This design comes from an exercise in tuning for small area, a short achievable clock period and few clock cycles per item on the open sky130 flow, not from production work.
Only simulation tests tie the RTL to the original design; equivalence was not proved.
Power is estimated from default activity; no workload was simulated.

## bin2bcd
module bin2bcd(bin, en, clk, reset, bcd_out, rdy);
	input [11:0] bin;
	input clk;
	input en;
	output [15:0] bcd_out;
	output rdy;
	input reset;
	reg [14:0] mid;     
	reg result_rdy;
	wire [12:0] front_o;
	wire [14:0] back_o;
	front u_front(.v(bin[11:2]), .o(front_o));
	always @(posedge clk)
		mid <= {front_o, bin[1:0]};
	always @(posedge clk or posedge reset) begin
		if (reset) result_rdy <= 1'b0;
		else result_rdy <= en;
	end
	back u_back(.m(mid[14:2]), .l(mid[1:0]), .o(back_o));
	assign bcd_out = {1'b0, back_o};
	assign rdy = result_rdy;
endmodule
Size: about 210 cells after synthesis, roughly 32 I/O pins.
clock: 5.0 ns
lec_check: 0
abc_area: 1
cap_margin: 20
core_area: 2.3 2.72 63.7 63.28
cts_buf_list: sky130_fd_sc_hd__clkbuf_4
die_area: 0 0 66 66
place_density: 0.6
slew_margin: 20
standard.sh (not shown) runs the stock make flow with config.mk's settings and CLKGATE_MAP_FILE= SYNTH_SCRIPT=/design/flow/synth_recipe.tcl, a recipe that flattens the netlist after the stock synthesis.
==> flow/flow/run.sh <==
#!/bin/bash
# Standard layout, but with the smallest buffer on every port instead of
# the delay buffer that buffer_ports picks by default.
set -euo pipefail
export BUFFER_PORTS_ARGS="-buffer_cell sky130_fd_sc_hd__buf_1"
bash standard.sh > standard.log 2>&1
The baseline produced a clean layout.
Testbench counts at the start, summed over its fixed seeds: cycles 2,056, items 2,048.
==> next run, changes <==
--- a/flow/flow/run.sh
+++ b/flow/flow/run.sh
@@ -4,3 +4,4 @@
 set -euo pipefail
 export BUFFER_PORTS_ARGS="-buffer_cell sky130_fd_sc_hd__buf_1"
+export CTS_ARGS="-sink_clustering_enable -repair_clock_nets -dont_use_dummy_load -buf_list sky130_fd_sc_hd__clkbuf_4 -root_buf sky130_fd_sc_hd__clkbuf_4"
 bash standard.sh > standard.log 2>&1
--- a/flow/config.mk
+++ b/flow/config.mk
@@ -9,6 +9,6 @@
 export CAP_MARGIN = 20
 export CORE_AREA = 2.3 2.72 63.7 63.28
-export CTS_BUF_LIST = sky130_fd_sc_hd__clkbuf_4
 export DIE_AREA = 0 0 66 66
 export PLACE_DENSITY = 0.6
+export SETUP_SLACK_MARGIN = 2.15
 export SLEW_MARGIN = 20
Global-route usage rose by 0.50 points. Die area does not change. Wire length rose by 28%. Clock-buffer cell count fell by 1. Sequential power rose by about 2%. Cell count rose by 3.1%. Design area rose by 21%. Maximum frequency rose by 1.9%. Critical path depth rose by 17. Flip-flop and latch count does not change.
==> next run, changes <==
==> flow/flow/run.sh (replaced) <==
#!/bin/bash
# Standard layout, but with the smallest buffer on every port instead of
# the delay buffer that buffer_ports picks by default.
set -euo pipefail
export BUFFER_PORTS_ARGS="-buffer_cell sky130_fd_sc_hd__buf_1"
export CTS_ARGS="-repair_clock_nets -buf_list sky130_fd_sc_hd__clkbuf_4 -root_buf sky130_fd_sc_hd__clkbuf_4"
bash standard.sh > standard.log 2>&1
--- a/flow/config.mk
+++ b/flow/config.mk
@@ -11,4 +11,3 @@
 export DIE_AREA = 0 0 66 66
 export PLACE_DENSITY = 0.6
-export SETUP_SLACK_MARGIN = 2.15
 export SLEW_MARGIN = 20
What happened: The new run completed without violations. Critical path depth shrinks by 17. Design area decreases by 18%. Routed wire length goes down by 22%. Global-route usage decreases by 0.50 points.
==> next run, changes <==
==> flow/flow/run.sh (replaced) <==
#!/bin/bash
# Standard layout, but with the smallest buffer on every port instead of
# the delay buffer that buffer_ports picks by default.
set -euo pipefail
export BUFFER_PORTS_ARGS="-buffer_cell sky130_fd_sc_hd__buf_1"
export CTS_ARGS="-sink_clustering_enable -repair_clock_nets -dont_use_dummy_load -buf_list sky130_fd_sc_hd__clkbuf_4 -root_buf sky130_fd_sc_hd__clkbuf_4"
bash standard.sh > standard.log 2>&1
--- a/flow/config.mk
+++ b/flow/config.mk
@@ -10,4 +10,4 @@
 export CORE_AREA = 2.3 2.72 63.7 63.28
 export DIE_AREA = 0 0 66 66
-export PLACE_DENSITY = 0.6
+export PLACE_DENSITY = 0.4
 export SLEW_MARGIN = 20
Effect:
- The new run completed without violations
- critical path depth is unchanged
- utilization decreases by 0.21 points
- non-clock buffer count is unchanged
- cell area decreases slightly
- sequential power hardly moves
- routed wire length increases by a few percent
- global-route usage increases by 0.99 points
==> next run, changes <==
--- a/flow/config.mk
+++ b/flow/config.mk
@@ -10,4 +10,4 @@
 export CORE_AREA = 2.3 2.72 63.7 63.28
 export DIE_AREA = 0 0 66 66
-export PLACE_DENSITY = 0.4
+export PLACE_DENSITY = 0.6
 export SLEW_MARGIN = 20
Outcome: Die area does not change. Non-clock buffer count stays the same. Setup slack improved by 0.034 ns. Flip-flop and latch count is unchanged. Total power fell by 1.0%. Sequential power is about the same. Global-route usage fell by 1.0 points. Worst hold slack improved by 0.0034 ns. Via count fell by 4.3%. Cell area does not change. Routed wire length fell by 5.5%.
==> next run, changes <==
--- a/flow/config.mk
+++ b/flow/config.mk
@@ -10,4 +10,4 @@
 export CORE_AREA = 2.3 2.72 63.7 63.28
 export DIE_AREA = 0 0 66 66
-export PLACE_DENSITY = 0.6
+export PLACE_DENSITY = 0.85
 export SLEW_MARGIN = 20
Effect: The new run produced a clean layout; die area is unchanged; maximum frequency is lower by about 1.1%; final area does not change; final cell count is unchanged; global-route usage rises by 0.35 points; first-iteration DRC count falls by 48%; routed wire length came out higher by 2.2%; combinational power barely changes; non-clock buffer count does not change; power goes up by 0.44%; sequential power stays flat.

========
Another version of the RTL of bin2bcd (not shown whole).
Size in the first run: about 210 cells after synthesis, about 32 I/O pins, ~1300 um2 of cells after synthesis.
==> flow/design.v (excerpt) <==
module bin2bcd(bin, en, clk, reset, bcd_out, rdy);
	input [11:0] bin;
	input clk;
	input en;
	output [15:0] bcd_out;
	output rdy;
	input reset;
	reg [14:0] mid;     
	reg result_rdy;
	wire [12:0] front_o;
	wire [14:0] back_o;
	front u_front(.v(bin[11:2]), .o(front_o));
	always @(posedge clk)
		mid <= {front_o, bin[1:0]};
	always @(posedge clk or posedge reset) begin
		if (reset) result_rdy <= 1'b0;
		else result_rdy <= en;
	end
	back u_back(.m(mid[14:2]), .l(mid[1:0]), .o(back_o));
	assign bcd_out = {1'b0, back_o};
	assign rdy = result_rdy;
endmodule
Settings: LEC_CHECK=0, ABC_AREA=1, CAP_MARGIN=20, CORE_AREA=2.3 2.72 63.7 63.28, DIE_AREA=0 0 66 66, PLACE_DENSITY=0.6, SETUP_SLACK_MARGIN=2.5, SLEW_MARGIN=20; clock period 5.0 ns.
==> flow/flow/run.sh <==
#!/bin/bash
# Standard layout, but with the smallest buffer on every port instead of
# the delay buffer that buffer_ports picks by default.
set -euo pipefail
export BUFFER_PORTS_ARGS="-buffer_cell sky130_fd_sc_hd__buf_1"
export CTS_ARGS="-sink_clustering_enable -repair_clock_nets -dont_use_dummy_load -buf_list sky130_fd_sc_hd__clkbuf_4 -root_buf sky130_fd_sc_hd__clkbuf_4"
export SETUP_MOVE_SEQUENCE="unbuffer,swap"
bash standard.sh > standard.log 2>&1
The baseline completed with no timing, DRC or antenna violations.
Testbench counts at the start, summed over its fixed seeds: cycles 2,056, items 2,048.
Next try:
--- a/flow/flow/run.sh
+++ b/flow/flow/run.sh
@@ -5,4 +5,3 @@
 export BUFFER_PORTS_ARGS="-buffer_cell sky130_fd_sc_hd__buf_1"
 export CTS_ARGS="-sink_clustering_enable -repair_clock_nets -dont_use_dummy_load -buf_list sky130_fd_sc_hd__clkbuf_4 -root_buf sky130_fd_sc_hd__clkbuf_4"
-export SETUP_MOVE_SEQUENCE="unbuffer,swap"
 bash standard.sh > standard.log 2>&1
Settings changed: SETUP_SLACK_MARGIN 2.5 to default.
Outcome: Cell count does not change. Area after synthesis is unchanged. Wire length fell by about 6.6%. Final area goes down by 4.5%. Non-clock buffer count stays the same. Global-route usage grows by 0.16 points. Core utilization came out lower by 1.9 points.

========
bin2bcd with an RTL version that a note above also has.
Size in the first run: roughly 210 cells after synthesis, about 32 I/O pins, ~1300 µm² of cells after synthesis.
Settings: LEC_CHECK=0, ABC_AREA=1, CAP_MARGIN=20, CORE_AREA=2.3 2.72 63.7 63.28, DIE_AREA=0 0 66 66, PLACE_DENSITY=0.6, SETUP_SLACK_MARGIN=2.3, SLEW_MARGIN=20; clock period 5.0 ns.
==> flow/flow/run.sh <==
#!/bin/bash
# Standard layout, but with the smallest buffer on every port instead of
# the delay buffer that buffer_ports picks by default.
set -euo pipefail
export BUFFER_PORTS_ARGS="-buffer_cell sky130_fd_sc_hd__buf_1"
export CTS_ARGS="-sink_clustering_enable -repair_clock_nets -dont_use_dummy_load -buf_list sky130_fd_sc_hd__clkbuf_4 -root_buf sky130_fd_sc_hd__clkbuf_4"
bash standard.sh > standard.log 2>&1
The starting point completed with no timing, DRC or antenna violations.
Testbench counts at the start, summed over its fixed seeds: cycles 2,056, items 2,048.
Then changed:
==> flow/flow/run.sh (replaced) <==
#!/bin/bash
# Standard layout, but with the smallest buffer on every port instead of
# the delay buffer that buffer_ports picks by default.
set -euo pipefail
export BUFFER_PORTS_ARGS="-buffer_cell sky130_fd_sc_hd__buf_1"
bash standard.sh > standard.log 2>&1
CTS_BUF_LIST = sky130_fd_sc_hd__clkbuf_8   (was unset)
CTS_CLUSTER_DIAMETER = 100   (was unset)
CTS_CLUSTER_SIZE = 30   (was unset)
SETUP_SLACK_MARGIN = unset   (was 2.3)
Global-route usage shrinks by 2.0 points.
Die area is unchanged.
Final cell count shrinks by about 7%.
Wire length shrinks by 21%.
Power shrinks by 14%.
Cell area shrinks by about 21%.
Count of clock-buffer cells in the layout is unchanged.
Worst setup slack is worse by 96 ps.
Clock power grows by about 50%.
Worst hold slack is better by 31 ps.

[static timing again, ports no longer ideal]
The flow's constraints put no driver on any port. The routed layouts listed below were extracted and timed again, unchanged, in two steps.
Step 1 (the two cells are an assumption about what drives the block):
set clk [get_ports {clk}]
set_driving_cell -lib_cell sky130_fd_sc_hd__clkbuf_16 $clk
set_driving_cell -lib_cell sky130_fd_sc_hd__buf_2 [delete_from_list [all_inputs] $clk]
Step 2 adds t to the input delays and takes it off the output delays; t is the mean of the earliest and latest rising clock arrival at the registers after step 1. Input paths then give back, and output paths get back, about the clock's delay inside the block.
Three values: no drivers, after step 1, after step 2; two values: the first two.
run	shift t [ns]	setup WS [ns]	worst setup path after step 2
the first run of note 1	0.288	2.040 / 2.019 / 1.767	input to register
the second run of note 1	0.287	2.094 / 2.051 / 1.764	input to register
the third run of note 1	0.288	2.040 / 2.019 / 1.767	input to register
the fourth run of note 1	0.289	2.005 / 1.983 / 1.770	input to register
the fifth run of note 1	0.286	2.039 / 2.018 / 1.769	input to register
the sixth run of note 1	0.285	2.005 / 1.988 / 1.802	input to register
the first run of note 2	0.288	1.864 / 1.862 / 1.574	input to register
the second run of note 2	0.293	2.044 / 2.024 / 1.844	input to register
the first run of note 3	0.289	2.125 / 2.075 / 1.786	input to register
the second run of note 3	0.263	2.029 / 2.027 / 1.764	input to register
After both steps every run listed still meets setup and hold. The setup slack of the first run of note 3, which loses most, moves by -0.050 ns with the drivers and by -0.339 ns with both steps.
